Source: an optimization exercise on an open RTL-to-GDS flow (aim: small area and a short achievable clock period). Production flows keep margins and buffers that such runs may drop.
Function was checked by simulation only, so behaviour that the tests miss may differ from the original.
No activity file was given, so power comes from the tool's default toggle rates.

## flow/config.mk

```make
export PLATFORM = sky130hd
export DESIGN_NAME = SCPU
export DESIGN_NICKNAME = SCPU
export VERILOG_FILES = /design/flow/design.v
export SDC_FILE = /design/flow/constraint.sdc
export NUM_CORES = 8
export LEC_CHECK = 0
export ABC_AREA = 1
export CAP_MARGIN = 10
export CORE_MARGIN = 2
export CORE_UTILIZATION = 40
export CTS_CLUSTER_DIAMETER = 100
export CTS_CLUSTER_SIZE = 25
export SLEW_MARGIN = 10
export SYNTH_HIERARCHICAL = 1
export SYNTH_MINIMUM_KEEP_SIZE = 0
export TNS_END_PERCENT = 20
```

## flow/constraint.sdc

```tcl
create_clock -name core_clock -period 8.0 [get_ports {clk}]
set_input_delay 1.6000 -clock core_clock [delete_from_list [all_inputs] [get_ports {clk}]]
set_output_delay 1.6000 -clock core_clock [all_outputs]
set_load 0.01 [all_outputs]
```

## flow/design.v

```verilog
module SCPU(clk, rst_n, in_valid, instruction, MEM_out, busy, out_valid, out0, out1, out2, out3, out4, out5, out6, out7, out8, out9, out10, out11, out12, out13, out14, out15, WEN, ADDR, MEM_in);
input clk, rst_n, in_valid;
input [18:0] instruction;
input [15:0] MEM_out;
output busy, out_valid, WEN;
output [12:0] ADDR;
output [15:0] MEM_in;
output reg [15:0] out0, out1, out2, out3, out4, out5, out6, out7, out8, out9, out10, out11, out12, out13, out14, out15;
assign busy = 1'b0;
wire [15:0] rdA, rdB;
wire [3:0] s0_n, s10_n, s11_n;
wire c4_n, c80_n, c81_n;
wire [4:0] ahp1_n;
wire [255:0] xi_s1_r = {out15, out14, out13, out12, out11, out10, out9, out8, out7, out6, out5, out4, out3, out2, out1, out0};
wire [18:0] xi_s1_ins = instruction;
wire [15:0] xo_s1_rda;
assign rdA = xo_s1_rda;
wire [15:0] xo_s1_rdb;
assign rdB = xo_s1_rdb;
wire [3:0] xo_s1_s0;
assign s0_n = xo_s1_s0;
wire  xo_s1_c4;
assign c4_n = xo_s1_c4;
wire [3:0] xo_s1_s10;
assign s10_n = xo_s1_s10;
wire  xo_s1_c80;
assign c80_n = xo_s1_c80;
wire [3:0] xo_s1_s11;
assign s11_n = xo_s1_s11;
wire  xo_s1_c81;
assign c81_n = xo_s1_c81;
wire [4:0] xo_s1_ahp1;
assign ahp1_n = xo_s1_ahp1;
if (1) begin : s1
  wire [255:0] r = xi_s1_r;
  wire [18:0] ins = xi_s1_ins;
  wire [15:0] rda;
  assign xo_s1_rda = rda;
  wire [15:0] rdb;
  assign xo_s1_rdb = rdb;
  wire [3:0] s0;
  assign xo_s1_s0 = s0;
  wire  c4;
  assign xo_s1_c4 = c4;
  wire [3:0] s10;
  assign xo_s1_s10 = s10;
  wire  c80;
  assign xo_s1_c80 = c80;
  wire [3:0] s11;
  assign xo_s1_s11 = s11;
  wire  c81;
  assign xo_s1_c81 = c81;
  wire [4:0] ahp1;
  assign xo_s1_ahp1 = ahp1;
wire [15:0] sa = 16'd1 << ins[15:12];
wire [15:0] sb = 16'd1 << ins[11:8];
wire [15:0] sa0, sa1, sb0, sb1;
scpu_dec4 da0(.a(ins[15:12]), .y(sa0));
scpu_dec4 da1(.a(ins[15:12]), .y(sa1));
scpu_dec4 db0(.a(ins[11:8]), .y(sb0));
scpu_dec4 db1(.a(ins[11:8]), .y(sb1));
reg [15:0] ta, tb;
integer i;
always @(*) begin
  ta = 16'd0; tb = 16'd0;
  for (i = 0; i < 16; i = i + 1) begin
    ta = ta | (r[16*i +: 16] & {{8{sa1[i]}}, {8{sa0[i]}}});
    tb = tb | (r[16*i +: 16] & {{8{sb1[i]}}, {8{sb0[i]}}});
  end
end
assign rda = ta;
assign rdb = tb;
wire [7:0] ag = ta[7:0] & ins[7:0];
wire [7:0] at = ta[7:0] | ins[7:0];
wire [7:0] ap = ta[7:0] ^ ins[7:0];
assign s0 = ap[3:0] ^ {(ag[0] & at[1] & at[2]) | (ag[1] & at[2]) | (ag[2]), (ag[0] & at[1]) | (ag[1]), (ag[0]), 1'b0};
assign c4 = (ag[0] & at[1] & at[2] & at[3]) | (ag[1] & at[2] & at[3]) | (ag[2] & at[3]) | (ag[3]);
assign s10 = ap[7:4] ^ {(ag[4] & at[5] & at[6]) | (ag[5] & at[6]) | (ag[6]), (ag[4] & at[5]) | (ag[5]), (ag[4]), 1'b0};
assign c80 = (ag[4] & at[5] & at[6] & at[7]) | (ag[5] & at[6] & at[7]) | (ag[6] & at[7]) | (ag[7]);
assign s11 = ap[7:4] ^ {(at[4] & at[5] & at[6]) | (ag[4] & at[5] & at[6]) | (ag[5] & at[6]) | (ag[6]), (at[4] & at[5]) | (ag[4] & at[5]) | (ag[5]), (at[4]) | (ag[4]), (1'b1)};
assign c81 = (at[4] & at[5] & at[6] & at[7]) | (ag[4] & at[5] & at[6] & at[7]) | (ag[5] & at[6] & at[7]) | (ag[6] & at[7]) | (ag[7]);
assign ahp1 = ta[12:8] + 5'd1;
end
reg v1, wen_r;
reg [2:0] op1;
reg [11:0] f1;
reg [15:0] A, B;
reg [3:0] s0_r, s10_r, s11_r;
reg c4_r, c80_r, c81_r;
reg [4:0] ahp1_r;
always @(posedge clk or negedge rst_n)
  if (!rst_n) begin v1 <= 1'b0; wen_r <= 1'b1; end
  else begin v1 <= in_valid; wen_r <= ~(in_valid & (instruction[18:16] == 3'd5)); end
always @(posedge clk) begin
  op1 <= instruction[18:16];
  f1 <= instruction[11:0];
  A <= rdA;
  B <= rdB;
  s0_r <= s0_n; s10_r <= s10_n; s11_r <= s11_n;
  c4_r <= c4_n; c80_r <= c80_n; c81_r <= c81_n;
  ahp1_r <= ahp1_n;
end
assign WEN = wen_r;
wire c8 = c80_r | (c4_r & c81_r);
assign ADDR = {c8 ? ahp1_r : A[12:8], c4_r ? s11_r : s10_r, s0_r};
assign MEM_in = B;
wire [86:0] mrow;
wire [15:0] r1_n;
wire r2b_n;
wire [15:0] xi_s2_a = A;
wire [15:0] xi_s2_b = B;
wire [2:0] xi_s2_op = op1;
wire [7:0] xi_s2_f = f1[7:0];
wire [86:0] xo_s2_m;
assign mrow = xo_s2_m;
wire [15:0] xo_s2_r1;
assign r1_n = xo_s2_r1;
wire  xo_s2_r2b;
assign r2b_n = xo_s2_r2b;
if (1) begin : s2
  wire [15:0] a = xi_s2_a;
  wire [15:0] b = xi_s2_b;
  wire [2:0] op = xi_s2_op;
  wire [7:0] f = xi_s2_f;
  wire [86:0] m;
  assign xo_s2_m = m;
  wire [15:0] r1;
  assign xo_s2_r1 = r1;
  wire  r2b;
  assign xo_s2_r2b = r2b;
wire [16:0] bx = {b, 1'b0};
wire [16:0] ax = {a[15], a};
wire [7:0] one, two, ng, nsx;
assign one[0] = bx[1] ^ bx[0];
assign two[0] = (bx[2] & ~bx[1] & ~bx[0]) | (~bx[2] & bx[1] & bx[0]);
assign ng[0] = bx[2];
assign one[1] = bx[3] ^ bx[2];
assign two[1] = (bx[4] & ~bx[3] & ~bx[2]) | (~bx[4] & bx[3] & bx[2]);
assign ng[1] = bx[4];
assign one[2] = bx[5] ^ bx[4];
assign two[2] = (bx[6] & ~bx[5] & ~bx[4]) | (~bx[6] & bx[5] & bx[4]);
assign ng[2] = bx[6];
assign one[3] = bx[7] ^ bx[6];
assign two[3] = (bx[8] & ~bx[7] & ~bx[6]) | (~bx[8] & bx[7] & bx[6]);
assign ng[3] = bx[8];
assign one[4] = bx[9] ^ bx[8];
assign two[4] = (bx[10] & ~bx[9] & ~bx[8]) | (~bx[10] & bx[9] & bx[8]);
assign ng[4] = bx[10];
assign one[5] = bx[11] ^ bx[10];
assign two[5] = (bx[12] & ~bx[11] & ~bx[10]) | (~bx[12] & bx[11] & bx[10]);
assign ng[5] = bx[12];
assign one[6] = bx[13] ^ bx[12];
assign two[6] = (bx[14] & ~bx[13] & ~bx[12]) | (~bx[14] & bx[13] & bx[12]);
assign ng[6] = bx[14];
assign one[7] = bx[15] ^ bx[14];
assign two[7] = (bx[16] & ~bx[15] & ~bx[14]) | (~bx[16] & bx[15] & bx[14]);
assign ng[7] = bx[16];
wire [16:0] pp0 = (({17{one[0]}} & ax) | ({17{two[0]}} & {ax[15:0], 1'b0})) ^ {17{ng[0]}};
assign nsx[0] = ~pp0[16];
wire [16:0] pp1 = (({17{one[1]}} & ax) | ({17{two[1]}} & {ax[15:0], 1'b0})) ^ {17{ng[1]}};
assign nsx[1] = ~pp1[16];
wire [16:0] pp2 = (({17{one[2]}} & ax) | ({17{two[2]}} & {ax[15:0], 1'b0})) ^ {17{ng[2]}};
assign nsx[2] = ~pp2[16];
wire [16:0] pp3 = (({17{one[3]}} & ax) | ({17{two[3]}} & {ax[15:0], 1'b0})) ^ {17{ng[3]}};
assign nsx[3] = ~pp3[16];
wire [16:0] pp4 = (({17{one[4]}} & ax) | ({17{two[4]}} & {ax[15:0], 1'b0})) ^ {17{ng[4]}};
assign nsx[4] = ~pp4[16];
wire [16:0] pp5 = (({17{one[5]}} & ax) | ({17{two[5]}} & {ax[15:0], 1'b0})) ^ {17{ng[5]}};
assign nsx[5] = ~pp5[16];
wire [16:0] pp6 = (({17{one[6]}} & ax) | ({17{two[6]}} & {ax[15:0], 1'b0})) ^ {17{ng[6]}};
assign nsx[6] = ~pp6[16];
wire [16:0] pp7 = (({17{one[7]}} & ax) | ({17{two[7]}} & {ax[15:0], 1'b0})) ^ {17{ng[7]}};
assign nsx[7] = ~pp7[16];
wire mhs0, mhc0, mhs1, mhc1, mfs0, mfc0, mhs2, mhc2, mfs1, mfc1, mhs3, mhc3, mfs2, mfc2, mfs3, mfc3, mhs4, mhc4, mfs4, mfc4, mfs5, mfc5, mhs5, mhc5, mfs6, mfc6, mfs7, mfc7, mhs6, mhc6, mfs8, mfc8, mfs9, mfc9, mhs7, mhc7, mfs10, mfc10, mfs11, mfc11, mhs8, mhc8, mfs12, mfc12, mfs13, mfc13, mfs14, mfc14, mhs9, mhc9, mhs10, mhc10, mhs11, mhc11, mfs15, mfc15, mhs12, mhc12, mfs16, mfc16, mhs13, mhc13, mfs17, mfc17, mfs18, mfc18, mfs19, mfc19, mfs20, mfc20, mfs21, mfc21, mfs22, mfc22, mfs23, mfc23, mfs24, mfc24, mfs25, mfc25, mfs26, mfc26, mfs27, mfc27, mfs28, mfc28, mfs29, mfc29, mfs30, mfc30, mfs31, mfc31, mfs32, mfc32, mfs33, mfc33, mfs34, mfc34, mfs35, mfc35, mfs36, mfc36, mfs37, mfc37, mfs38, mfc38, mfs39, mfc39, mfs40, mfc40, mfs41, mfc41, mfs42, mfc42, mfs43, mfc43, mhs14, mhc14, mfs44, mfc44, mhs15, mhc15, mhs16, mhc16, mhs17, mhc17, mfs45, mfc45, mfs46, mfc46, mfs47, mfc47, mfs48, mfc48, mfs49, mfc49, mfs50, mfc50, mfs51, mfc51, mfs52, mfc52, mfs53, mfc53, mfs54, mfc54, mfs55, mfc55, mfs56, mfc56, mfs57, mfc57, mfs58, mfc58, mfs59, mfc59, mfs60, mfc60, mfs61, mfc61, mfs62, mfc62, mfs63, mfc63, mfs64, mfc64, mfs65, mfc65, mhs18, mhc18;
assign mhs0 = pp0[10] ^ pp1[8];
assign mhc0 = pp0[10] & pp1[8];
assign mhs1 = pp0[11] ^ pp1[9];
assign mhc1 = pp0[11] & pp1[9];
assign mfs0 = pp0[12] ^ pp1[10] ^ pp2[8];
assign mfc0 = (pp0[12] & pp1[10]) | (pp0[12] & pp2[8]) | (pp1[10] & pp2[8]);
assign mhs2 = pp3[6] ^ pp4[4];
assign mhc2 = pp3[6] & pp4[4];
assign mfs1 = pp0[13] ^ pp1[11] ^ pp2[9];
assign mfc1 = (pp0[13] & pp1[11]) | (pp0[13] & pp2[9]) | (pp1[11] & pp2[9]);
assign mhs3 = pp3[7] ^ pp4[5];
assign mhc3 = pp3[7] & pp4[5];
assign mfs2 = pp0[14] ^ pp1[12] ^ pp2[10];
assign mfc2 = (pp0[14] & pp1[12]) | (pp0[14] & pp2[10]) | (pp1[12] & pp2[10]);
assign mfs3 = pp3[8] ^ pp4[6] ^ pp5[4];
assign mfc3 = (pp3[8] & pp4[6]) | (pp3[8] & pp5[4]) | (pp4[6] & pp5[4]);
assign mhs4 = pp6[2] ^ pp7[0];
assign mhc4 = pp6[2] & pp7[0];
assign mfs4 = pp0[15] ^ pp1[13] ^ pp2[11];
assign mfc4 = (pp0[15] & pp1[13]) | (pp0[15] & pp2[11]) | (pp1[13] & pp2[11]);
assign mfs5 = pp3[9] ^ pp4[7] ^ pp5[5];
assign mfc5 = (pp3[9] & pp4[7]) | (pp3[9] & pp5[5]) | (pp4[7] & pp5[5]);
assign mhs5 = pp6[3] ^ pp7[1];
assign mhc5 = pp6[3] & pp7[1];
assign mfs6 = pp0[16] ^ pp1[14] ^ pp2[12];
assign mfc6 = (pp0[16] & pp1[14]) | (pp0[16] & pp2[12]) | (pp1[14] & pp2[12]);
assign mfs7 = pp3[10] ^ pp4[8] ^ pp5[6];
assign mfc7 = (pp3[10] & pp4[8]) | (pp3[10] & pp5[6]) | (pp4[8] & pp5[6]);
assign mhs6 = pp6[4] ^ pp7[2];
assign mhc6 = pp6[4] & pp7[2];
assign mfs8 = pp0[16] ^ pp1[15] ^ pp2[13];
assign mfc8 = (pp0[16] & pp1[15]) | (pp0[16] & pp2[13]) | (pp1[15] & pp2[13]);
assign mfs9 = pp3[11] ^ pp4[9] ^ pp5[7];
assign mfc9 = (pp3[11] & pp4[9]) | (pp3[11] & pp5[7]) | (pp4[9] & pp5[7]);
assign mhs7 = pp6[5] ^ pp7[3];
assign mhc7 = pp6[5] & pp7[3];
assign mfs10 = nsx[0] ^ nsx[1] ^ pp2[14];
assign mfc10 = (nsx[0] & nsx[1]) | (nsx[0] & pp2[14]) | (nsx[1] & pp2[14]);
assign mfs11 = pp3[12] ^ pp4[10] ^ pp5[8];
assign mfc11 = (pp3[12] & pp4[10]) | (pp3[12] & pp5[8]) | (pp4[10] & pp5[8]);
assign mhs8 = pp6[6] ^ pp7[4];
assign mhc8 = pp6[6] & pp7[4];
assign mfs12 = 1'b1 ^ pp2[15] ^ pp3[13];
assign mfc12 = (1'b1 & pp2[15]) | (1'b1 & pp3[13]) | (pp2[15] & pp3[13]);
assign mfs13 = pp4[11] ^ pp5[9] ^ pp6[7];
assign mfc13 = (pp4[11] & pp5[9]) | (pp4[11] & pp6[7]) | (pp5[9] & pp6[7]);
assign mfs14 = nsx[2] ^ pp3[14] ^ pp4[12];
assign mfc14 = (nsx[2] & pp3[14]) | (nsx[2] & pp4[12]) | (pp3[14] & pp4[12]);
assign mhs9 = 1'b1 ^ pp3[15];
assign mhc9 = 1'b1 & pp3[15];
assign mhs10 = pp0[6] ^ pp1[4];
assign mhc10 = pp0[6] & pp1[4];
assign mhs11 = pp0[7] ^ pp1[5];
assign mhc11 = pp0[7] & pp1[5];
assign mfs15 = pp0[8] ^ pp1[6] ^ pp2[4];
assign mfc15 = (pp0[8] & pp1[6]) | (pp0[8] & pp2[4]) | (pp1[6] & pp2[4]);
assign mhs12 = pp3[2] ^ pp4[0];
assign mhc12 = pp3[2] & pp4[0];
assign mfs16 = pp0[9] ^ pp1[7] ^ pp2[5];
assign mfc16 = (pp0[9] & pp1[7]) | (pp0[9] & pp2[5]) | (pp1[7] & pp2[5]);
assign mhs13 = pp3[3] ^ pp4[1];
assign mhc13 = pp3[3] & pp4[1];
assign mfs17 = pp2[6] ^ pp3[4] ^ pp4[2];
assign mfc17 = (pp2[6] & pp3[4]) | (pp2[6] & pp4[2]) | (pp3[4] & pp4[2]);
assign mfs18 = pp5[0] ^ ng[5] ^ mhs0;
assign mfc18 = (pp5[0] & ng[5]) | (pp5[0] & mhs0) | (ng[5] & mhs0);
assign mfs19 = pp2[7] ^ pp3[5] ^ pp4[3];
assign mfc19 = (pp2[7] & pp3[5]) | (pp2[7] & pp4[3]) | (pp3[5] & pp4[3]);
assign mfs20 = pp5[1] ^ mhc0 ^ mhs1;
assign mfc20 = (pp5[1] & mhc0) | (pp5[1] & mhs1) | (mhc0 & mhs1);
assign mfs21 = pp5[2] ^ pp6[0] ^ ng[6];
assign mfc21 = (pp5[2] & pp6[0]) | (pp5[2] & ng[6]) | (pp6[0] & ng[6]);
assign mfs22 = mhc1 ^ mfs0 ^ mhs2;
assign mfc22 = (mhc1 & mfs0) | (mhc1 & mhs2) | (mfs0 & mhs2);
assign mfs23 = pp5[3] ^ pp6[1] ^ mfc0;
assign mfc23 = (pp5[3] & pp6[1]) | (pp5[3] & mfc0) | (pp6[1] & mfc0);
assign mfs24 = mhc2 ^ mfs1 ^ mhs3;
assign mfc24 = (mhc2 & mfs1) | (mhc2 & mhs3) | (mfs1 & mhs3);
assign mfs25 = ng[7] ^ mfc1 ^ mhc3;
assign mfc25 = (ng[7] & mfc1) | (ng[7] & mhc3) | (mfc1 & mhc3);
assign mfs26 = mfs2 ^ mfs3 ^ mhs4;
assign mfc26 = (mfs2 & mfs3) | (mfs2 & mhs4) | (mfs3 & mhs4);
assign mfs27 = mfc2 ^ mfc3 ^ mhc4;
assign mfc27 = (mfc2 & mfc3) | (mfc2 & mhc4) | (mfc3 & mhc4);
assign mfs28 = mfs4 ^ mfs5 ^ mhs5;
assign mfc28 = (mfs4 & mfs5) | (mfs4 & mhs5) | (mfs5 & mhs5);
assign mfs29 = mfc4 ^ mfc5 ^ mhc5;
assign mfc29 = (mfc4 & mfc5) | (mfc4 & mhc5) | (mfc5 & mhc5);
assign mfs30 = mfs6 ^ mfs7 ^ mhs6;
assign mfc30 = (mfs6 & mfs7) | (mfs6 & mhs6) | (mfs7 & mhs6);
assign mfs31 = mfc6 ^ mfc7 ^ mhc6;
assign mfc31 = (mfc6 & mfc7) | (mfc6 & mhc6) | (mfc7 & mhc6);
assign mfs32 = mfs8 ^ mfs9 ^ mhs7;
assign mfc32 = (mfs8 & mfs9) | (mfs8 & mhs7) | (mfs9 & mhs7);
assign mfs33 = mfc8 ^ mfc9 ^ mhc7;
assign mfc33 = (mfc8 & mfc9) | (mfc8 & mhc7) | (mfc9 & mhc7);
assign mfs34 = mfs10 ^ mfs11 ^ mhs8;
assign mfc34 = (mfs10 & mfs11) | (mfs10 & mhs8) | (mfs11 & mhs8);
assign mfs35 = pp7[5] ^ mfc10 ^ mfc11;
assign mfc35 = (pp7[5] & mfc10) | (pp7[5] & mfc11) | (mfc10 & mfc11);
assign mfs36 = mhc8 ^ mfs12 ^ mfs13;
assign mfc36 = (mhc8 & mfs12) | (mhc8 & mfs13) | (mfs12 & mfs13);
assign mfs37 = pp5[10] ^ pp6[8] ^ pp7[6];
assign mfc37 = (pp5[10] & pp6[8]) | (pp5[10] & pp7[6]) | (pp6[8] & pp7[6]);
assign mfs38 = mfc12 ^ mfc13 ^ mfs14;
assign mfc38 = (mfc12 & mfc13) | (mfc12 & mfs14) | (mfc13 & mfs14);
assign mfs39 = pp4[13] ^ pp5[11] ^ pp6[9];
assign mfc39 = (pp4[13] & pp5[11]) | (pp4[13] & pp6[9]) | (pp5[11] & pp6[9]);
assign mfs40 = pp7[7] ^ mfc14 ^ mhs9;
assign mfc40 = (pp7[7] & mfc14) | (pp7[7] & mhs9) | (mfc14 & mhs9);
assign mfs41 = nsx[3] ^ pp4[14] ^ pp5[12];
assign mfc41 = (nsx[3] & pp4[14]) | (nsx[3] & pp5[12]) | (pp4[14] & pp5[12]);
assign mfs42 = pp6[10] ^ pp7[8] ^ mhc9;
assign mfc42 = (pp6[10] & pp7[8]) | (pp6[10] & mhc9) | (pp7[8] & mhc9);
assign mfs43 = 1'b1 ^ pp4[15] ^ pp5[13];
assign mfc43 = (1'b1 & pp4[15]) | (1'b1 & pp5[13]) | (pp4[15] & pp5[13]);
assign mhs14 = pp6[11] ^ pp7[9];
assign mhc14 = pp6[11] & pp7[9];
assign mfs44 = nsx[4] ^ pp5[14] ^ pp6[12];
assign mfc44 = (nsx[4] & pp5[14]) | (nsx[4] & pp6[12]) | (pp5[14] & pp6[12]);
assign mhs15 = 1'b1 ^ pp5[15];
assign mhc15 = 1'b1 & pp5[15];
assign mhs16 = pp0[4] ^ pp1[2];
assign mhc16 = pp0[4] & pp1[2];
assign mhs17 = pp0[5] ^ pp1[3];
assign mhc17 = pp0[5] & pp1[3];
assign mfs45 = pp2[2] ^ pp3[0] ^ ng[3];
assign mfc45 = (pp2[2] & pp3[0]) | (pp2[2] & ng[3]) | (pp3[0] & ng[3]);
assign mfs46 = pp2[3] ^ pp3[1] ^ mhc10;
assign mfc46 = (pp2[3] & pp3[1]) | (pp2[3] & mhc10) | (pp3[1] & mhc10);
assign mfs47 = ng[4] ^ mhc11 ^ mfs15;
assign mfc47 = (ng[4] & mhc11) | (ng[4] & mfs15) | (mhc11 & mfs15);
assign mfs48 = mfc15 ^ mhc12 ^ mfs16;
assign mfc48 = (mfc15 & mhc12) | (mfc15 & mfs16) | (mhc12 & mfs16);
assign mfs49 = mfc16 ^ mhc13 ^ mfs17;
assign mfc49 = (mfc16 & mhc13) | (mfc16 & mfs17) | (mhc13 & mfs17);
assign mfs50 = mfc17 ^ mfc18 ^ mfs19;
assign mfc50 = (mfc17 & mfc18) | (mfc17 & mfs19) | (mfc18 & mfs19);
assign mfs51 = mfc19 ^ mfc20 ^ mfs21;
assign mfc51 = (mfc19 & mfc20) | (mfc19 & mfs21) | (mfc20 & mfs21);
assign mfs52 = mfc21 ^ mfc22 ^ mfs23;
assign mfc52 = (mfc21 & mfc22) | (mfc21 & mfs23) | (mfc22 & mfs23);
assign mfs53 = mfc23 ^ mfc24 ^ mfs25;
assign mfc53 = (mfc23 & mfc24) | (mfc23 & mfs25) | (mfc24 & mfs25);
assign mfs54 = mfc25 ^ mfc26 ^ mfs27;
assign mfc54 = (mfc25 & mfc26) | (mfc25 & mfs27) | (mfc26 & mfs27);
assign mfs55 = mfc27 ^ mfc28 ^ mfs29;
assign mfc55 = (mfc27 & mfc28) | (mfc27 & mfs29) | (mfc28 & mfs29);
assign mfs56 = mfc29 ^ mfc30 ^ mfs31;
assign mfc56 = (mfc29 & mfc30) | (mfc29 & mfs31) | (mfc30 & mfs31);
assign mfs57 = mfc31 ^ mfc32 ^ mfs33;
assign mfc57 = (mfc31 & mfc32) | (mfc31 & mfs33) | (mfc32 & mfs33);
assign mfs58 = mfc33 ^ mfc34 ^ mfs35;
assign mfc58 = (mfc33 & mfc34) | (mfc33 & mfs35) | (mfc34 & mfs35);
assign mfs59 = mfc35 ^ mfc36 ^ mfs37;
assign mfc59 = (mfc35 & mfc36) | (mfc35 & mfs37) | (mfc36 & mfs37);
assign mfs60 = mfc37 ^ mfc38 ^ mfs39;
assign mfc60 = (mfc37 & mfc38) | (mfc37 & mfs39) | (mfc38 & mfs39);
assign mfs61 = mfc39 ^ mfc40 ^ mfs41;
assign mfc61 = (mfc39 & mfc40) | (mfc39 & mfs41) | (mfc40 & mfs41);
assign mfs62 = mfc41 ^ mfc42 ^ mfs43;
assign mfc62 = (mfc41 & mfc42) | (mfc41 & mfs43) | (mfc42 & mfs43);
assign mfs63 = pp7[10] ^ mfc43 ^ mhc14;
assign mfc63 = (pp7[10] & mfc43) | (pp7[10] & mhc14) | (mfc43 & mhc14);
assign mfs64 = pp6[13] ^ pp7[11] ^ mfc44;
assign mfc64 = (pp6[13] & pp7[11]) | (pp6[13] & mfc44) | (pp7[11] & mfc44);
assign mfs65 = nsx[5] ^ pp6[14] ^ pp7[12];
assign mfc65 = (nsx[5] & pp6[14]) | (nsx[5] & pp7[12]) | (pp6[14] & pp7[12]);
assign mhs18 = 1'b1 ^ pp6[15];
assign mhc18 = 1'b1 & pp6[15];
assign m = {1'b1, nsx[7], pp7[15], 1'b1, mhc18, pp7[14], nsx[6], mhs18, mfc65, pp7[13], mfs65, mfc64, mhc15, mfs64, mfc63, mhs15, mfs63, mfc62, mfs44, mfs62, mfc61, mhs14, mfs61, mfc60, mfs42, mfs60, mfc59, mfs40, mfs59, mfc58, mfs38, mfs58, mfc57, mfs36, mfs57, mfc56, mfs34, mfs56, mfc55, mfs32, mfs55, mfc54, mfs30, mfs54, mfc53, mfs28, mfs53, mfc52, mfs26, mfs52, mfc51, mfs24, mfs51, mfc50, mfs22, mfs50, mfc49, mfs20, mfs49, mfc48, mfs18, mfs48, mfc47, mhs13, mfs47, mfc46, mhs12, mfs46, mfc45, mhs11, mfs45, mhc17, mhs10, mhs17, mhc16, pp2[1], mhs16, ng[2], pp2[0], pp1[1], pp0[3], ng[1], pp1[0], pp0[2], pp0[1], ng[0], pp0[0]};
wire [3:0] func = f[3:0];
wire sub = ((op == 3'd0) & (func == 4'd4)) | (op == 3'd4);
wire [15:0] y0 = (op == 3'd0) ? b : {{8{f[7]}}, f};
wire [15:0] sum = a + (y0 ^ {16{sub}}) + {15'd0, sub};
wire eq = (a == b);
wire signed [15:0] sa = a, sb = b;
wire lt = (sa < sb);
wire cmp = (op == 3'd2) ? eq : lt;
reg [15:0] t;
always @(*) begin
  t = 16'd0;
  case (op)
    3'd0: case (func)
            4'd0: t = a & b;
            4'd1: t = a | b;
            4'd2: t = a ^ b;
            4'd3, 4'd4: t = sum;
            default: t = 16'd0;
          endcase
    3'd3, 3'd4: t = sum;
    default: t = {15'd0, cmp};
  endcase
end
assign r1 = t;
assign r2b = ~cmp;
end
reg v2, we1, we2, ld2, mul2, ov, r2b_r;
reg [3:0] d1, d2;
reg [15:0] r1_r;
reg q0_0, q0_1, q1_0, q2_0, q2_1, q2_2, q3_0, q3_1, q4_0, q4_1, q4_2, q5_0, q5_1, q5_2, q6_0, q6_1, q6_2, q7_0, q7_1, q7_2, q8_0, q8_1, q8_2, q9_0, q9_1, q9_2, q10_0, q10_1, q10_2, q11_0, q11_1, q11_2, q12_0, q12_1, q12_2, q13_0, q13_1, q13_2, q14_0, q14_1, q14_2, q15_0, q15_1, q15_2, q16_0, q16_1, q16_2, q17_0, q17_1, q17_2, q18_0, q18_1, q18_2, q19_0, q19_1, q19_2, q20_0, q20_1, q20_2, q21_0, q21_1, q21_2, q22_0, q22_1, q22_2, q23_0, q23_1, q23_2, q24_0, q24_1, q24_2, q25_0, q25_1, q25_2, q26_0, q26_1, q26_2, q27_0, q27_1, q27_2, q28_0, q28_1, q28_2, q29_0, q29_1, q30_0, q31_0;
always @(posedge clk or negedge rst_n)
  if (!rst_n) begin v2 <= 1'b0; we1 <= 1'b0; we2 <= 1'b0; end
  else begin
    v2 <= v1;
    we1 <= v1 & (op1 != 3'd5);
    we2 <= v1 & ((op1 == 3'd1) | (op1 == 3'd2) | (op1 == 3'd7));
  end
always @(posedge clk) begin
  ld2 <= (op1 == 3'd6);
  mul2 <= (op1 == 3'd1);
  d1 <= ((op1 == 3'd3) | (op1 == 3'd4) | (op1 == 3'd6)) ? f1[11:8] : f1[7:4];
  d2 <= f1[3:0];
  r1_r <= r1_n;
  r2b_r <= r2b_n;
  q0_0 <= mrow[0];
  q0_1 <= mrow[1];
  q1_0 <= mrow[2];
  q2_0 <= mrow[3];
  q2_1 <= mrow[4];
  q2_2 <= mrow[5];
  q3_0 <= mrow[6];
  q3_1 <= mrow[7];
  q4_0 <= mrow[8];
  q4_1 <= mrow[9];
  q4_2 <= mrow[10];
  q5_0 <= mrow[11];
  q5_1 <= mrow[12];
  q5_2 <= mrow[13];
  q6_0 <= mrow[14];
  q6_1 <= mrow[15];
  q6_2 <= mrow[16];
  q7_0 <= mrow[17];
  q7_1 <= mrow[18];
  q7_2 <= mrow[19];
  q8_0 <= mrow[20];
  q8_1 <= mrow[21];
  q8_2 <= mrow[22];
  q9_0 <= mrow[23];
  q9_1 <= mrow[24];
  q9_2 <= mrow[25];
  q10_0 <= mrow[26];
  q10_1 <= mrow[27];
  q10_2 <= mrow[28];
  q11_0 <= mrow[29];
  q11_1 <= mrow[30];
  q11_2 <= mrow[31];
  q12_0 <= mrow[32];
  q12_1 <= mrow[33];
  q12_2 <= mrow[34];
  q13_0 <= mrow[35];
  q13_1 <= mrow[36];
  q13_2 <= mrow[37];
  q14_0 <= mrow[38];
  q14_1 <= mrow[39];
  q14_2 <= mrow[40];
  q15_0 <= mrow[41];
  q15_1 <= mrow[42];
  q15_2 <= mrow[43];
  q16_0 <= mrow[44];
  q16_1 <= mrow[45];
  q16_2 <= mrow[46];
  q17_0 <= mrow[47];
  q17_1 <= mrow[48];
  q17_2 <= mrow[49];
  q18_0 <= mrow[50];
  q18_1 <= mrow[51];
  q18_2 <= mrow[52];
  q19_0 <= mrow[53];
  q19_1 <= mrow[54];
  q19_2 <= mrow[55];
  q20_0 <= mrow[56];
  q20_1 <= mrow[57];
  q20_2 <= mrow[58];
  q21_0 <= mrow[59];
  q21_1 <= mrow[60];
  q21_2 <= mrow[61];
  q22_0 <= mrow[62];
  q22_1 <= mrow[63];
  q22_2 <= mrow[64];
  q23_0 <= mrow[65];
  q23_1 <= mrow[66];
  q23_2 <= mrow[67];
  q24_0 <= mrow[68];
  q24_1 <= mrow[69];
  q24_2 <= mrow[70];
  q25_0 <= mrow[71];
  q25_1 <= mrow[72];
  q25_2 <= mrow[73];
  q26_0 <= mrow[74];
  q26_1 <= mrow[75];
  q26_2 <= mrow[76];
  q27_0 <= mrow[77];
  q27_1 <= mrow[78];
  q27_2 <= mrow[79];
  q28_0 <= mrow[80];
  q28_1 <= mrow[81];
  q28_2 <= mrow[82];
  q29_0 <= mrow[83];
  q29_1 <= mrow[84];
  q30_0 <= mrow[85];
  q31_0 <= mrow[86];
end
wire [255:0] nrf;
wire [86:0] xi_s3_q = {q31_0, q30_0, q29_1, q29_0, q28_2, q28_1, q28_0, q27_2, q27_1, q27_0, q26_2, q26_1, q26_0, q25_2, q25_1, q25_0, q24_2, q24_1, q24_0, q23_2, q23_1, q23_0, q22_2, q22_1, q22_0, q21_2, q21_1, q21_0, q20_2, q20_1, q20_0, q19_2, q19_1, q19_0, q18_2, q18_1, q18_0, q17_2, q17_1, q17_0, q16_2, q16_1, q16_0, q15_2, q15_1, q15_0, q14_2, q14_1, q14_0, q13_2, q13_1, q13_0, q12_2, q12_1, q12_0, q11_2, q11_1, q11_0, q10_2, q10_1, q10_0, q9_2, q9_1, q9_0, q8_2, q8_1, q8_0, q7_2, q7_1, q7_0, q6_2, q6_1, q6_0, q5_2, q5_1, q5_0, q4_2, q4_1, q4_0, q3_1, q3_0, q2_2, q2_1, q2_0, q1_0, q0_1, q0_0};
wire [15:0] xi_s3_r1 = r1_r;
wire  xi_s3_r2b = r2b_r;
wire  xi_s3_mul = mul2;
wire  xi_s3_ld = ld2;
wire  xi_s3_we1 = we1;
wire  xi_s3_we2 = we2;
wire [3:0] xi_s3_d1 = d1;
wire [3:0] xi_s3_d2 = d2;
wire [15:0] xi_s3_mo = MEM_out;
wire [255:0] xi_s3_r = {out15, out14, out13, out12, out11, out10, out9, out8, out7, out6, out5, out4, out3, out2, out1, out0};
wire [255:0] xo_s3_nr;
assign nrf = xo_s3_nr;
if (1) begin : s3
  wire [86:0] q = xi_s3_q;
  wire [15:0] r1 = xi_s3_r1;
  wire  r2b = xi_s3_r2b;
  wire  mul = xi_s3_mul;
  wire  ld = xi_s3_ld;
  wire  we1 = xi_s3_we1;
  wire  we2 = xi_s3_we2;
  wire [3:0] d1 = xi_s3_d1;
  wire [3:0] d2 = xi_s3_d2;
  wire [15:0] mo = xi_s3_mo;
  wire [255:0] r = xi_s3_r;
  wire [255:0] nr;
  assign xo_s3_nr = nr;
wire q0_0 = q[0];
wire q0_1 = q[1];
wire q1_0 = q[2];
wire q2_0 = q[3];
wire q2_1 = q[4];
wire q2_2 = q[5];
wire q3_0 = q[6];
wire q3_1 = q[7];
wire q4_0 = q[8];
wire q4_1 = q[9];
wire q4_2 = q[10];
wire q5_0 = q[11];
wire q5_1 = q[12];
wire q5_2 = q[13];
wire q6_0 = q[14];
wire q6_1 = q[15];
wire q6_2 = q[16];
wire q7_0 = q[17];
wire q7_1 = q[18];
wire q7_2 = q[19];
wire q8_0 = q[20];
wire q8_1 = q[21];
wire q8_2 = q[22];
wire q9_0 = q[23];
wire q9_1 = q[24];
wire q9_2 = q[25];
wire q10_0 = q[26];
wire q10_1 = q[27];
wire q10_2 = q[28];
wire q11_0 = q[29];
wire q11_1 = q[30];
wire q11_2 = q[31];
wire q12_0 = q[32];
wire q12_1 = q[33];
wire q12_2 = q[34];
wire q13_0 = q[35];
wire q13_1 = q[36];
wire q13_2 = q[37];
wire q14_0 = q[38];
wire q14_1 = q[39];
wire q14_2 = q[40];
wire q15_0 = q[41];
wire q15_1 = q[42];
wire q15_2 = q[43];
wire q16_0 = q[44];
wire q16_1 = q[45];
wire q16_2 = q[46];
wire q17_0 = q[47];
wire q17_1 = q[48];
wire q17_2 = q[49];
wire q18_0 = q[50];
wire q18_1 = q[51];
wire q18_2 = q[52];
wire q19_0 = q[53];
wire q19_1 = q[54];
wire q19_2 = q[55];
wire q20_0 = q[56];
wire q20_1 = q[57];
wire q20_2 = q[58];
wire q21_0 = q[59];
wire q21_1 = q[60];
wire q21_2 = q[61];
wire q22_0 = q[62];
wire q22_1 = q[63];
wire q22_2 = q[64];
wire q23_0 = q[65];
wire q23_1 = q[66];
wire q23_2 = q[67];
wire q24_0 = q[68];
wire q24_1 = q[69];
wire q24_2 = q[70];
wire q25_0 = q[71];
wire q25_1 = q[72];
wire q25_2 = q[73];
wire q26_0 = q[74];
wire q26_1 = q[75];
wire q26_2 = q[76];
wire q27_0 = q[77];
wire q27_1 = q[78];
wire q27_2 = q[79];
wire q28_0 = q[80];
wire q28_1 = q[81];
wire q28_2 = q[82];
wire q29_0 = q[83];
wire q29_1 = q[84];
wire q30_0 = q[85];
wire q31_0 = q[86];
wire fhs0, fhc0, fhs1, fhc1, ffs0, ffc0, ffs1, ffc1, ffs2, ffc2, ffs3, ffc3, ffs4, ffc4, ffs5, ffc5, ffs6, ffc6, ffs7, ffc7, ffs8, ffc8, ffs9, ffc9, ffs10, ffc10, ffs11, ffc11, ffs12, ffc12, ffs13, ffc13, ffs14, ffc14, ffs15, ffc15, ffs16, ffc16, ffs17, ffc17, ffs18, ffc18, ffs19, ffc19, ffs20, ffc20, ffs21, ffc21, ffs22, ffc22, ffs23, ffc23, ffs24, ffc24, fhs2, fhc2;
assign fhs0 = q2_0 ^ q2_1;
assign fhc0 = q2_0 & q2_1;
assign fhs1 = q3_0 ^ q3_1;
assign fhc1 = q3_0 & q3_1;
assign ffs0 = q4_0 ^ q4_1 ^ q4_2;
assign ffc0 = (q4_0 & q4_1) | (q4_0 & q4_2) | (q4_1 & q4_2);
assign ffs1 = q5_0 ^ q5_1 ^ q5_2;
assign ffc1 = (q5_0 & q5_1) | (q5_0 & q5_2) | (q5_1 & q5_2);
assign ffs2 = q6_0 ^ q6_1 ^ q6_2;
assign ffc2 = (q6_0 & q6_1) | (q6_0 & q6_2) | (q6_1 & q6_2);
assign ffs3 = q7_0 ^ q7_1 ^ q7_2;
assign ffc3 = (q7_0 & q7_1) | (q7_0 & q7_2) | (q7_1 & q7_2);
assign ffs4 = q8_0 ^ q8_1 ^ q8_2;
assign ffc4 = (q8_0 & q8_1) | (q8_0 & q8_2) | (q8_1 & q8_2);
assign ffs5 = q9_0 ^ q9_1 ^ q9_2;
assign ffc5 = (q9_0 & q9_1) | (q9_0 & q9_2) | (q9_1 & q9_2);
assign ffs6 = q10_0 ^ q10_1 ^ q10_2;
assign ffc6 = (q10_0 & q10_1) | (q10_0 & q10_2) | (q10_1 & q10_2);
assign ffs7 = q11_0 ^ q11_1 ^ q11_2;
assign ffc7 = (q11_0 & q11_1) | (q11_0 & q11_2) | (q11_1 & q11_2);
assign ffs8 = q12_0 ^ q12_1 ^ q12_2;
assign ffc8 = (q12_0 & q12_1) | (q12_0 & q12_2) | (q12_1 & q12_2);
assign ffs9 = q13_0 ^ q13_1 ^ q13_2;
assign ffc9 = (q13_0 & q13_1) | (q13_0 & q13_2) | (q13_1 & q13_2);
assign ffs10 = q14_0 ^ q14_1 ^ q14_2;
assign ffc10 = (q14_0 & q14_1) | (q14_0 & q14_2) | (q14_1 & q14_2);
assign ffs11 = q15_0 ^ q15_1 ^ q15_2;
assign ffc11 = (q15_0 & q15_1) | (q15_0 & q15_2) | (q15_1 & q15_2);
assign ffs12 = q16_0 ^ q16_1 ^ q16_2;
assign ffc12 = (q16_0 & q16_1) | (q16_0 & q16_2) | (q16_1 & q16_2);
assign ffs13 = q17_0 ^ q17_1 ^ q17_2;
assign ffc13 = (q17_0 & q17_1) | (q17_0 & q17_2) | (q17_1 & q17_2);
assign ffs14 = q18_0 ^ q18_1 ^ q18_2;
assign ffc14 = (q18_0 & q18_1) | (q18_0 & q18_2) | (q18_1 & q18_2);
assign ffs15 = q19_0 ^ q19_1 ^ q19_2;
assign ffc15 = (q19_0 & q19_1) | (q19_0 & q19_2) | (q19_1 & q19_2);
assign ffs16 = q20_0 ^ q20_1 ^ q20_2;
assign ffc16 = (q20_0 & q20_1) | (q20_0 & q20_2) | (q20_1 & q20_2);
assign ffs17 = q21_0 ^ q21_1 ^ q21_2;
assign ffc17 = (q21_0 & q21_1) | (q21_0 & q21_2) | (q21_1 & q21_2);
assign ffs18 = q22_0 ^ q22_1 ^ q22_2;
assign ffc18 = (q22_0 & q22_1) | (q22_0 & q22_2) | (q22_1 & q22_2);
assign ffs19 = q23_0 ^ q23_1 ^ q23_2;
assign ffc19 = (q23_0 & q23_1) | (q23_0 & q23_2) | (q23_1 & q23_2);
assign ffs20 = q24_0 ^ q24_1 ^ q24_2;
assign ffc20 = (q24_0 & q24_1) | (q24_0 & q24_2) | (q24_1 & q24_2);
assign ffs21 = q25_0 ^ q25_1 ^ q25_2;
assign ffc21 = (q25_0 & q25_1) | (q25_0 & q25_2) | (q25_1 & q25_2);
assign ffs22 = q26_0 ^ q26_1 ^ q26_2;
assign ffc22 = (q26_0 & q26_1) | (q26_0 & q26_2) | (q26_1 & q26_2);
assign ffs23 = q27_0 ^ q27_1 ^ q27_2;
assign ffc23 = (q27_0 & q27_1) | (q27_0 & q27_2) | (q27_1 & q27_2);
assign ffs24 = q28_0 ^ q28_1 ^ q28_2;
assign ffc24 = (q28_0 & q28_1) | (q28_0 & q28_2) | (q28_1 & q28_2);
assign fhs2 = q29_0 ^ q29_1;
assign fhc2 = q29_0 & q29_1;
wire [31:0] fs = {q31_0, q30_0, ffc24, ffc23, ffc22, ffc21, ffc20, ffc19, ffc18, ffc17, ffc16, ffc15, ffc14, ffc13, ffc12, ffc11, ffc10, ffc9, ffc8, ffc7, ffc6, ffc5, ffc4, ffc3, ffc2, ffc1, ffc0, fhc1, fhc0, q2_2, q1_0, q0_0};
wire [31:0] fc = {1'b0, fhc2, fhs2, ffs24, ffs23, ffs22, ffs21, ffs20, ffs19, ffs18, ffs17, ffs16, ffs15, ffs14, ffs13, ffs12, ffs11, ffs10, ffs9, ffs8, ffs7, ffs6, ffs5, ffs4, ffs3, ffs2, ffs1, ffs0, fhs1, fhs0, 1'b0, q0_1};
wire [31:0] p = fs + fc;
wire [15:0] x1 = ld ? mo : r1;
wire [15:0] w1 = mul ? p[31:16] : x1;
wire [15:0] w2 = mul ? p[15:0] : {15'd0, r2b};
genvar g;
for (g = 0; g < 16; g = g + 1) begin : wb
  wire s2 = we2 && d2 == g;
  wire s1 = we1 && d1 == g && !s2;
  wire h = !(s1 | s2);
  genvar k;
  for (k = 0; k < 16; k = k + 1) begin : bt
    scpu_wbit u(.s2(s2), .w2(w2[k]), .s1(s1), .w1(w1[k]), .h(h), .q(r[16*g+k]), .d(nr[16*g+k]));
  end
end
end
assign out_valid = ov;
always @(posedge clk or negedge rst_n)
  if (!rst_n) begin
    ov <= 1'b0;
    out0 <= 16'd0;
    out1 <= 16'd0;
    out2 <= 16'd0;
    out3 <= 16'd0;
    out4 <= 16'd0;
    out5 <= 16'd0;
    out6 <= 16'd0;
    out7 <= 16'd0;
    out8 <= 16'd0;
    out9 <= 16'd0;
    out10 <= 16'd0;
    out11 <= 16'd0;
    out12 <= 16'd0;
    out13 <= 16'd0;
    out14 <= 16'd0;
    out15 <= 16'd0;
  end else begin
    ov <= v2;
    out0 <= nrf[15:0];
    out1 <= nrf[31:16];
    out2 <= nrf[47:32];
    out3 <= nrf[63:48];
    out4 <= nrf[79:64];
    out5 <= nrf[95:80];
    out6 <= nrf[111:96];
    out7 <= nrf[127:112];
    out8 <= nrf[143:128];
    out9 <= nrf[159:144];
    out10 <= nrf[175:160];
    out11 <= nrf[191:176];
    out12 <= nrf[207:192];
    out13 <= nrf[223:208];
    out14 <= nrf[239:224];
    out15 <= nrf[255:240];
  end
endmodule
module scpu_dec4(a, y);
input [3:0] a;
output [15:0] y;
assign y = 16'd1 << a;
endmodule
module scpu_wbit(s2, w2, s1, w1, h, q, d);
input s2, w2, s1, w1, h, q;
output d;
assign d = (s2 & w2) | (s1 & w1) | (h & q);
endmodule
```

## flow/flow/run.sh

```bash
#!/bin/bash
# The standard layout, with two changes:
# 1. The port buffers are plain buf_1 cells (the resizer may still resize
#    them) instead of the default choice.
# 2. Two passes: the first pass is the standard layout. The second pass
#    redoes the layout from detailed routing on: before it, the gates are
#    resized (sizing and pin swaps only) with the parasitics extracted from
#    the first pass's routed layout, then legalized and globally routed again
#    (flow/postroute_resize.tcl, a PRE_DETAIL_ROUTE hook).
# Each tool's output goes to a log file of its own in this folder.
set -euo pipefail
HERE=$(pwd)
MARGIN=5.2
PORTS="BUFFER_PORTS_ARGS=-buffer_cell sky130_fd_sc_hd__buf_1"
RES=$HERE/orfs/results/$FLOW_PLATFORM/SCPU/base

bash standard.sh "$PORTS" "SETUP_SLACK_MARGIN=$MARGIN" finish > standard_pass1.log 2>&1
mkdir -p pass1
cp $RES/6_final.spef pass1/6_final.spef
cp out/final.def pass1/final.def
rm -f out/final.def
for f in $RES/5_2_route.odb $RES/5_3_fillcell.odb $RES/5_route.odb $RES/5_route.sdc $RES/6_*; do rm -f $f; done
export POSTROUTE_SPEF=$HERE/pass1/6_final.spef
bash standard.sh "$PORTS" "SETUP_SLACK_MARGIN=$MARGIN" "PRE_DETAIL_ROUTE_TCL=$HERE/flow/postroute_resize.tcl" finish > standard_pass2.log 2>&1
```

## flow/flow/postroute_resize.tcl

```tcl
# PRE_DETAIL_ROUTE hook of the second layout pass: resize gates with the
# parasitics extracted from the first pass's routed layout (same netlist), so
# that timing repair sees real wires rather than estimates; then legalize and
# route globally again before the detailed routing.
if { [info exists ::env(POSTROUTE_SPEF)] && [file exists $::env(POSTROUTE_SPEF)] } {
  source $::env(PLATFORM_DIR)/setRC.tcl
  set_propagated_clock [all_clocks]
  estimate_parasitics -placement
  read_spef $::env(POSTROUTE_SPEF)
  puts "post-route resize: worst slack before [worst_slack -max]"
  if { [env_var_exists_and_non_empty DONT_USE_CELLS] } {
    set_dont_use $::env(DONT_USE_CELLS)
  }
  repair_timing -setup -setup_margin $::env(SETUP_SLACK_MARGIN) -sequence "sizeup,swap" \
    -match_cell_footprint -verbose
  puts "post-route resize: worst slack after [worst_slack -max]"
  set_placement_padding -global \
    -left $::env(CELL_PAD_IN_SITES_DETAIL_PLACEMENT) \
    -right $::env(CELL_PAD_IN_SITES_DETAIL_PLACEMENT)
  detailed_placement
  check_placement -verbose
  source $::env(FASTROUTE_TCL)
  global_route -congestion_report_file $::env(REPORTS_DIR)/congestion_postroute_resize.rpt \
    {*}$::env(GLOBAL_ROUTE_ARGS)
}
```

## flow/standard.sh

```bash
#!/bin/bash
# synth_recipe.tcl (not shown) runs the flow's synth.tcl, then flattens the netlist and writes it again
# the make line also repeats each setting of config.mk as NAME=value (left out here)
make -C /OpenROAD-flow-scripts/flow DESIGN_CONFIG=/design/flow/config.mk WORK_HOME=/design/flow/orfs CLKGATE_MAP_FILE= SYNTH_SCRIPT=/design/flow/synth_recipe.tcl "${@:-finish}"
```

==> results.txt <==
outcome=no timing/DRC/antenna violations; worst slack at placement=3.51 ns; DP HPWL=103 mm; CTS tree=done; initial core utilization=40.4%; Fmax=308 MHz; M3 GR Usage=7.40%; IO Pins=326; Synth Area in Adders=12.0%; Critical Path AT=1.64 ns; Final #Nets=4524; synth warn=7; Total GRT Usage=38.1%; Clk pwr share=7.5%; TritonRoute pass-1 iters=7; slowest stage delay, CP=0.47 ns; Seq/Total Area, Yosys=35.8%; Slew @ Worst Pin=1.27 ns; Sw Pwr=11.5 mW; main combinational cell family by area after synthesis=simple AND/OR/NAND/NOR gates; compound-gate portion of the synthesized area=11.7%; Cells after DPL=5018; Design Power=21.6 mW; Crit-path slowest cell=dfxtp_4; CP Buf/Inv Count=1; Int Power=10.0 mW; Async SR Flop Fraction=59.4%; worst path cell trace=a21o_4 > nand2_1 > o21ai_2 > buf_2; first-iteration detailed-routing DRC count=3737; worst endpoint required time=6.40 ns; Synth top area share=23.0%; Peak VDD IR=0.439 mV; most common cell in the synthesized netlist=nand2_1; met2 global-route usage=61.2%; DR WL/cell=28.3 um; Net Sw Frac=53.5%; Vias=31.9k; min cycle time layout=3.24 ns; Simple-Gate Fraction of Synth Area=30.1%; crit-path max FO=6; GR peak layer=met2; max-cap viol count=0; Post-Synthesis Cell Area=28400 um2; Setup Crit Path Kind=register to output port; H-tree depth=1; top_reg_cell synth=dfrtp_1; CP delay by family, top=flip-flops; hold crit path type=register to register; CTS buffer count=26; clock skew=0.0547 ns; met1 global-route usage=49.8%; CTS Hold Bufs=0; P per Cell Area=567 nW/um2; Post-synth EDFFs=0; Yosys reg bits=441; TritonCTS Sinks=441; Final Max Tran Viols=0; Critical Path End Type=output port; multiplexer share of the synthesized area=0.247%; top post-synthesis cells by count=1329 x nand2_1, 377 x nand3_1, 261 x dfrtp_1; initial antenna violation count=2; Routed WL=148 mm; setup violators final=0; Comb pwr share=68.1%; Area contributors post-synth=dfrtp_1 23%, nand2_1 18%, dfxtp_1 13%; Non-Filler Instances=5231; sum of negative setup slack=0 ns; Overflow after GRT=0; Avg Synthesized Cell Area=7.45 um2; library cells used by synthesis=61; die extent in x=270 um; Worst-Skew Late Latency=0.65 ns; row cnt=97; core box area=70100 um2; Setup WS post-layout=4.76 ns; Synth Instances=3808; Startpoint Class=register; Post-Syn Nets=4064; vias in the first global route=29.4k; largest net degree at the start of global routing=106; GP Congestion=1.03; I/O Buffers=324; Reg clk slew, reported paths=0.11 ns; worst relative slew slack=14.8%; first-pass GRT wire length=206 mm; clk buf depth=3; Final Hold Vio Count=0; Avg Vias per Cell=6.09; area grow syn2layout=34.0%; area of the die=73100 um2; Die Ht=270 um; Reg power frac=24.4%; layout cells sized above 1=28.7%; DRC viols=0; Leak=16.8 nW; clk root buf=clkbuf_16; largest area contributor in the netlist=dfrtp_1; Post-Synth XOR/XNOR Area=4.82%; antenna viol nets, final=0; Final Cycle Share=40.5%; RSZ-0062 raised after global routing=yes
## worst reg2reg max path, delay by kind of cell, from the launching register on
| kind | cells | cell delay, ns |
|---|---|---|
| xor gates and xnor gates | 1 | 0.18 |
| adders and majority gates | 3 | 1.45 |
| DFF | 1 | 0.40 |
| AOI/OAI and AO/OA | 2 | 0.26 |
| buffers and inverters | 6 | 0.73 |
## modules after synthesis (local to each module, per instance)
module	area, um2	flops+latches
scpu_dec4	126	0
scpu_wbit	16.3	0
SCPU	23700	441
## final cells by class
| class | count | area [um2] |
|---|---|---|
| repair inverters | 1 | 5.00 |
| diodes | 3 | 7.51 |
| fillers | 6737 | 32100 |
| flip-flops and latches | 441 | 10500 |
| multi-input cells | 2990 | 19500 |
| clock buffers | 38 | 759 |
| repair buffers | 557 | 4780 |
| clock inverters | 10 | 151 |
| inverters | 251 | 1080 |
| well taps | 940 | 1180 |
## cells by family (layout without fill, tap and decap cells)
family          after synthesis  in the layout
other cells                   1              4
flops                       441            441
simple gates               2068           2072
compound gates              535            537
buf+inv                     383            857
fa+ha+maj                   218            218
mux                           6              6
xor+xnor                    156            156
## metal layers
metal	routed length (um)	part of all wire, %	vias up
li1	-	-	13600
met1	56700	38	15500
met2	67200	45	2160
met3	15500	10	536
met4	8740	5.9	0
met5	0	0	-
## power by group through the flow
stage	Sequential [mW]	Clock [mW]	Combinational, mW
floorplan	4.37	0	6.47
CTS	4.93	1.63	12.3
global route	5.05	1.71	14.9
finish	5.26	1.62	14.7
global placement	4.96	0	10.3
detailed placement	4.93	0	10.5
## cell usage in the layout, fill, tap and decap left out, types with 51 or more instances in the layout
cell	instances
nand2_2	60
nand3_1	319
o21ai_0	80
buf_1	157
xor2_1	135
inv_1	190
nand4_1	61
a21oi_1	81
dfxtp_1	139
ha_1	96
nand2_1	1222
nor2_4	51
fa_1	57
dfrtp_2	229
buf_4	159
buf_6	155
nor2_1	161
o22ai_1	120
## through the flow
| step | util [%] | hold slack, ns | area (um2) |
|---|---|---|---|
| floorplan | - | 0.331 | 28500 |
| global placement | 44.3 | 0.368 | 31100 |
| detailed placement | 44.3 | 0.346 | 31100 |
| CTS | 48.9 | 0.390 | 34300 |
| global route | 51.6 | 0.397 | 36200 |
| finish | 54.2 | 0.393 | 38000 |
## timing repair
item / 4_1_cts / 5_1_grt
setup endpoints to repair: 659 / 615
setup buffers: 79 / 65
gates cloned: 11 / 7
resized for setup: 379 / 351
pin swaps: 94 / 90
## worst paths after layout
| path | cells after the start | from | end | slack, ns |
|---|---|---|---|---|
| setup reg to reg | 12 | B[9] | q16_2 | 4.92 |
| min in group asynchronous | 1 | rst_n | out12[0] | 1.08 |
| setup / recovery | 4 | c4_r | ADDR[10] | 4.76 |
| hold / removal | 0 | v2 | ov | 0.39 |
| hold reg to reg | 0 | v2 | ov | 0.39 |
| max in group asynchronous | 2 | rst_n | out1[11] | 5.72 |

-- re-timing with driven ports --
No port has a modelled driver above. Below, the same layout with a new extraction and two added sets of constraints. Step 1 assumes that a clkbuf_16 drives the clock port and a buf_2 every other input. Step 2, shift: input delay + t, output delay - t, t = (earliest + latest rising clock arrival at the registers) / 2. This alone moves slack from input paths to output paths. Slacks: ideal / step 1 / step 2; pairs: ideal / step 1.
t (ns): 0.691
setup slack, ns: 4.758 / 4.688 / 4.179
worst slew at a driven data input, ns: 0.14
cell pins on the clock port's net: 1
After both steps this run still meets setup and hold. The setup slack of this run moves by -0.070 ns with the drivers and by -0.579 ns with both steps.
